This design comes from an exercise in tuning for small area and a short achievable clock period on the open sky130 flow, not from production work.
RTL that was checked went through simulation tests only; none was proved equivalent to the original.
No activity file was given, so power comes from the tool's default toggle rates.

// pifo_reg
module pifo_reg
#(
    parameter L2_REG_WIDTH = 4,
    parameter RANK_WIDTH = 16,
    parameter META_WIDTH = 12
)
(
    input                       rst,
    input                       clk,
    output reg                  full,
    input                       insert,
    input [RANK_WIDTH-1:0]      rank_in,
    input [META_WIDTH-1:0]      meta_in,
    output reg                  valid_out,
    input                       remove,
    output [RANK_WIDTH-1:0]     rank_out,
    output [META_WIDTH-1:0]     meta_out,
    output reg                  max_valid_out,
    output [RANK_WIDTH-1:0]     max_rank_out,
    output [META_WIDTH-1:0]     max_meta_out,
    output reg [L2_REG_WIDTH:0] num_entries,
    output reg                  empty
);
For scale: about 3800 cells after synthesis, ~0.034 mm^2 of cells after synthesis.
Settings: LEC_CHECK=0, CAP_MARGIN=20, CORE_MARGIN=2, CORE_UTILIZATION=40, SLEW_MARGIN=20; clock period 16.0 ns.
standard.sh (not shown) runs the stock make flow with config.mk's settings and CLKGATE_MAP_FILE= SYNTH_SCRIPT=/design/flow/synth_recipe.tcl, a recipe that flattens the netlist after the stock synthesis.
==> flow/flow/run.sh <==
#!/bin/bash
# Standard ORFS layout, with timing repair aiming well below the clock period.
set -euo pipefail
bash standard.sh SETUP_SLACK_MARGIN=11 TNS_END_PERCENT=100 finish > standard_flow.log 2>&1
The baseline completed with no timing, DRC or antenna violations.
Rerun with:
ABC_AREA = 1   (was unset)
What happened:
- The changed run finished clean
- routed wire length grows by about 10%
- count of clock-buffer cells in the layout shrinks by 5
- final area shrinks by 2.4%
- fmax is about the same
- via count is higher by 8.1%
- setup slack degrades by 0.0042 ns

* * *

Another version of the RTL of pifo_reg (not shown whole).
For scale: ~4500 cells after synthesis, roughly 650 flip-flops, about 97 I/O pins, roughly 35000 µm² of cells after synthesis.
clock: 16.0 ns
lec_check: 0
abc_area: 1
cap_margin: 20
core_margin: 2
core_utilization: 50
cts_buf_list: sky130_fd_sc_hd__clkbuf_4 sky130_fd_sc_hd__clkbuf_8
slew_margin: 20
Scripts as last shown in full above: flow/flow/run.sh
==> next run, changes <==
- CORE_UTILIZATION: 50 -> 40
- CTS_BUF_LIST: sky130_fd_sc_hd__clkbuf_4 sky130_fd_sc_hd__clkbuf_8 -> unset
Result:
- critical path depth is higher by 1
- global-route usage decreases by 5.4 points
- non-clock buffer count came out higher by 28
- clock-buffer cell count is lower by 85
- total power goes up slightly
- routed wire length went up by a few percent
- clock power hardly moves
- die area rose by a quarter to a third
- worst hold slack is better by 5.6 ps
- area after synthesis stays the same
Function was not checked in any run of this note: the RTL went through the layout flow alone.

* * *

pifo_reg, a different RTL version from the one above (not shown whole).
Size: about 4500 cells after synthesis, roughly 640 flip-flops, about 36000 um2 of cells after synthesis.
==> flow/config.mk <==
export PLATFORM = sky130hd
export DESIGN_NAME = pifo_reg
export DESIGN_NICKNAME = pifo_reg
export VERILOG_FILES = /design/flow/design.v
export SDC_FILE = /design/flow/constraint.sdc
export NUM_CORES = 4
export LEC_CHECK = 0
export ABC_AREA = 1
export CAP_MARGIN = 20
export CORE_MARGIN = 2
export CORE_UTILIZATION = 55
export CTS_CLUSTER_DIAMETER = 80
export CTS_CLUSTER_SIZE = 30
export SLEW_MARGIN = 20
==> flow/constraint.sdc <==
create_clock -name core_clock -period 16.0 [get_ports {clk}]
set_input_delay 3.2000 -clock core_clock [delete_from_list [all_inputs] [get_ports {clk}]]
set_output_delay 3.2000 -clock core_clock [all_outputs]
set_load 0.01 [all_outputs]
==> flow/flow/run.sh <==
#!/bin/bash
# Standard ORFS layout, with plain buffers on the ports and timing repair
# aiming well below the clock period.
set -euo pipefail
bash standard.sh SETUP_SLACK_MARGIN=11.2 TNS_END_PERCENT=100 \
  "BUFFER_PORTS_ARGS=-buffer_cell sky130_fd_sc_hd__buf_4" finish > standard_flow.log 2>&1
Edit:
--- a/flow/flow/run.sh
+++ b/flow/flow/run.sh
@@ -5 +5 @@
-bash standard.sh SETUP_SLACK_MARGIN=11.2 TNS_END_PERCENT=100 \
+bash standard.sh SETUP_SLACK_MARGIN=11 TNS_END_PERCENT=100 \
Outcome: First-iteration DRC count went down by about 6%. Setup slack got worse by 0.073 ns. Design area fell by about 3%.
Edit:
--- a/flow/flow/run.sh
+++ b/flow/flow/run.sh
@@ -5 +5 @@
-bash standard.sh SETUP_SLACK_MARGIN=11 TNS_END_PERCENT=100 \
+bash standard.sh SETUP_SLACK_MARGIN=11.1 TNS_END_PERCENT=100 \
After rerunning: Wire length went up slightly. Setup slack gains 0.055 ns. Power hardly moves. Design area hardly moves. Sequential power hardly moves.
Edit:
--- a/flow/flow/run.sh
+++ b/flow/flow/run.sh
@@ -5 +5 @@
-bash standard.sh SETUP_SLACK_MARGIN=11.1 TNS_END_PERCENT=100 \
+bash standard.sh SETUP_SLACK_MARGIN=11.3 TNS_END_PERCENT=100 \
Effect: The new run completed with no timing, DRC or antenna violations; die area stays the same; final area grows by about 7%; combinational power grows by about 14%; final cell count grows by about 2%; routed wire length grows by about 5.5%.
Edit:
--- a/flow/flow/run.sh
+++ b/flow/flow/run.sh
@@ -5 +5 @@
-bash standard.sh SETUP_SLACK_MARGIN=11.3 TNS_END_PERCENT=100 \
+bash standard.sh SETUP_SLACK_MARGIN=11.1 TNS_END_PERCENT=100 \
--- a/flow/config.mk
+++ b/flow/config.mk
@@ -13,0 +14 @@
+export PLACE_DENSITY_LB_ADDON = 0.1
=>
- The new run finished clean
- worst hold slack hardly moves
- total power decreases by 5.7%
- die area does not change
- routed wire length increases by 1.0%
- via count decreases by 0.77%
- area after synthesis stays the same
- clock-buffer cell count is unchanged
- global-route usage increases by 0.93 points

* * *

Setup of run 1:
Another version of the RTL of pifo_reg (not shown whole).
For scale: ~4500 cells after synthesis.
## pifo_reg
module pifo_reg
#(
    parameter L2_REG_WIDTH = 4,
    parameter RANK_WIDTH = 16,
    parameter META_WIDTH = 12
)
(
    input                       rst,
    input                       clk,
    output reg                  full,
    input                       insert,
    input [RANK_WIDTH-1:0]      rank_in,
    input [META_WIDTH-1:0]      meta_in,
    output reg                  valid_out,
    input                       remove,
    output [RANK_WIDTH-1:0]     rank_out,
    output [META_WIDTH-1:0]     meta_out,
    output reg                  max_valid_out,
    output [RANK_WIDTH-1:0]     max_rank_out,
    output [META_WIDTH-1:0]     max_meta_out,
    output reg [L2_REG_WIDTH:0] num_entries,
    output reg                  empty
);
export LEC_CHECK = 0
export ABC_AREA = 1
export CAP_MARGIN = 20
export CORE_MARGIN = 2
export CORE_UTILIZATION = 50
export CTS_CLUSTER_DIAMETER = 80
export CTS_CLUSTER_SIZE = 30
export SLEW_MARGIN = 20
create_clock -name core_clock -period 16.0 [get_ports {clk}]
==> flow/flow/run.sh <==
#!/bin/bash
# Standard ORFS layout, with plain buffers on the ports and timing repair
# aiming well below the clock period.
set -euo pipefail
bash standard.sh SETUP_SLACK_MARGIN=11 TNS_END_PERCENT=100 \
  "BUFFER_PORTS_ARGS=-buffer_cell sky130_fd_sc_hd__buf_4" finish > standard_flow.log 2>&1
## Diff of input files: run 2 against run 1
- CORE_UTILIZATION: 50 -> 55
- CTS_CLUSTER_DIAMETER: 80 -> unset
==> flow/flow/run.sh <==
#!/bin/bash
# Standard ORFS layout, with plain buffers on the ports and timing repair
# aiming well below the clock period.
set -euo pipefail
bash standard.sh SETUP_SLACK_MARGIN=11.3 TNS_END_PERCENT=100 \
  "BUFFER_PORTS_ARGS=-buffer_cell sky130_fd_sc_hd__buf_4" finish > standard_flow.log 2>&1
Results
Run 2 vs. run 1: final wirelength shows an increase of about 9%, worst hold slack after final layout shows no meaningful change, non-clock buffer count shows an increase of 168.
--- input diff run 2..run 3 ---
- CORE_UTILIZATION now 65, was 55
==> flow/flow/run.sh <==
#!/bin/bash
# Standard ORFS layout, with plain buffers on the ports and timing repair
# aiming well below the clock period.
set -euo pipefail
bash standard.sh SETUP_SLACK_MARGIN=11 TNS_END_PERCENT=100 \
  "BUFFER_PORTS_ARGS=-buffer_cell sky130_fd_sc_hd__buf_4" finish > standard_flow.log 2>&1
Notes after the runs:
- Run 3 — clock group share of total power 0.5 points higher, run 2 as reference
- In run 3 relative to run 2, areal power density over the cells had gone up slightly.
- From run 2 to run 3 the numbers moved as follows: largest net degree at the start of global routing up 97%; worst setup slack after layout down 110 ps.
- The internal power of the cells of run 3 falls short of that of run 2 by 0.00031 W.
Changes in run 4 relative to run 3:
- CORE_UTILIZATION: 65 -> 55
- CTS_CLUSTER_SIZE: 30 -> 40
- CTS_CLUSTER_DIAMETER: unset -> 80
Per the final summary, run 4 finished and its layout is clean on timing, DRC and antenna.
Area added between synthesis and finish is lower on run 4
When run 4 is measured against run 3, its clock period minus worst slack turns out 100 ps lower.
[compare] base=run 3 new=run 4: final setup slack of the worst path picked up an extra 100 ps, logic depth of the worst setup path including buffers picked up an extra 1.
Input changes introduced in run 5 (baseline for comparison: run 4):
- CTS_CLUSTER_SIZE changed from 40 to 30
==> flow/flow/run.sh <==
#!/bin/bash
# Standard ORFS layout, with plain buffers on the ports and timing repair
# aiming well below the clock period.
set -euo pipefail
bash standard.sh SETUP_SLACK_MARGIN=11.1 TNS_END_PERCENT=100 \
  "BUFFER_PORTS_ARGS=-buffer_cell sky130_fd_sc_hd__buf_4" finish > standard_flow.log 2>&1
[summary]
- Delta (run 5 minus run 4): critical path depth went down 1, headroom to the max-slew limit went up 1.6 points, worst setup slack went up 58 ps, register fraction of the total cell area went down 0.50 points, design area went up 1.5%.
- Run 5 completed every stage of the flow, and the final layout passed the timing, DRC and antenna checks.
- On area fraction in and, or, nand and nor cells after synthesis, run 4 tracks run 5 almost exactly.
- Lower fraction of the cycle the final worst path needs goes to run 5 over run 4.
- Comparing run 4 with run 5, the final routed wire length divided by cell count came out essentially unchanged.

* * *

## south
pifo_reg with an RTL version that a note above also has.
Size: roughly 4500 cells after synthesis, roughly 650 flip-flops, ~97 I/O pins.
Settings: LEC_CHECK=0, ABC_AREA=1, CAP_MARGIN=20, CORE_MARGIN=2, CORE_UTILIZATION=40, SLEW_MARGIN=20; clock period 16.0 ns.
==> flow/flow/run.sh <==
#!/bin/bash
# Standard ORFS layout, with plain buffers on the ports and timing repair
# aiming well below the clock period.
set -euo pipefail
bash standard.sh SETUP_SLACK_MARGIN=11 TNS_END_PERCENT=100 \
  "BUFFER_PORTS_ARGS=-buffer_cell sky130_fd_sc_hd__buf_4" finish > standard_flow.log 2>&1
south | status: complete | timing, DRC, antenna: pass
Modified inputs, west compared to south
-- flow/flow/run.sh --
<<< south, line 5
bash standard.sh SETUP_SLACK_MARGIN=11 TNS_END_PERCENT=100 \
>>> west, line 5
bash standard.sh SETUP_SLACK_MARGIN=12 TNS_END_PERCENT=100 \
==> run notes <==
- west ended with every stage complete and zero timing, DRC or antenna violations.
- Cmp south and west / non-filler instance count after layout / lower: south
- In west, fmax is higher than in south.
- Note that the global-route wire length before repair recorded for south amounts to 0.909 times the value seen in west.
- west and south ended up with roughly the same sequential power.
- Between west and south, it is west whose global-route met3 utilization is higher, by 0.68 points.
- For south, the most common cell after layout, fill and taps aside was nand2_1, unlike west, where it was dfxtp_1.
No functional check of the RTL was part of any run of this note.

[re-timing with driven ports]
How much do the figures lean on ideal ports? The routed layouts below were timed once more, with nothing changed but the port constraints. Step 1 assumes that a clkbuf_16 drives the clock port and a buf_2 every other input. Step 2 adds t to the input delays and takes it off the output delays; t is the mean of the earliest and latest rising clock arrival at the registers after step 1. Input paths then give back, and output paths get back, about the clock's delay inside the block. a / b / c = ideal / step 1 / step 2; a / b = the first two.
run | shift t [ns] | setup slack, ns | worst setup path after step 2 | worst slew at a driven data input, ns | cell pins on the clock port's net
the first run of note 1 | 0.690 | 10.783 / 10.715 / 10.250 | input to register | 0.05 | 1
the second run of note 1 | 0.694 | 10.779 / 10.709 / 10.485 | input to register | 0.03 | 1
the first run of note 2 | 0.804 | 10.680 / 10.615 / 10.348 | input to register | 0.06 | 1
the second run of note 2 | 0.698 | 10.934 / 10.861 / 10.508 | input to register | 0.06 | 1
the first run of note 3 | 0.671 | 11.147 / 11.078 / 10.752 | input to register | 0.10 | 1
the second run of note 3 | 0.668 | 11.074 / 11.006 / 10.711 | input to register | 0.11 | 1
the third run of note 3 | 0.667 | 11.129 / 11.061 / 10.758 | input to register | 0.10 | 1
the fourth run of note 3 | 0.669 | 11.143 / 11.073 / 10.633 | input to register | 0.10 | 1
the fifth run of note 3 | 0.678 | 11.120 / 11.050 / 10.531 | input to register | 0.14 | 1
run 1 | 0.664 | 10.987 / 10.919 / 10.465 | input to register | 0.05 | 1
run 2 | 0.679 | 11.011 / 10.944 / 10.742 | input to register | 0.04 | 1
run 3 | 0.677 | 10.900 / 10.834 / 10.363 | input to register | 0.07 | 1
run 4 | 0.659 | 11.000 / 10.934 / 10.532 | input to register | 0.04 | 1
run 5 | 0.658 | 11.058 / 10.990 / 10.591 | input to register | 0.05 | 1
south | 0.693 | 10.834 / 10.764 / 10.479 | input to register | 0.04 | 1
west | 0.699 | 10.974 / 10.900 / 10.746 | input to register | 0.06 | 1
After both steps every run listed still meets setup and hold. The setup slack of the fifth run of note 3, which loses most, moves by -0.070 ns with the drivers and by -0.589 ns with both steps.
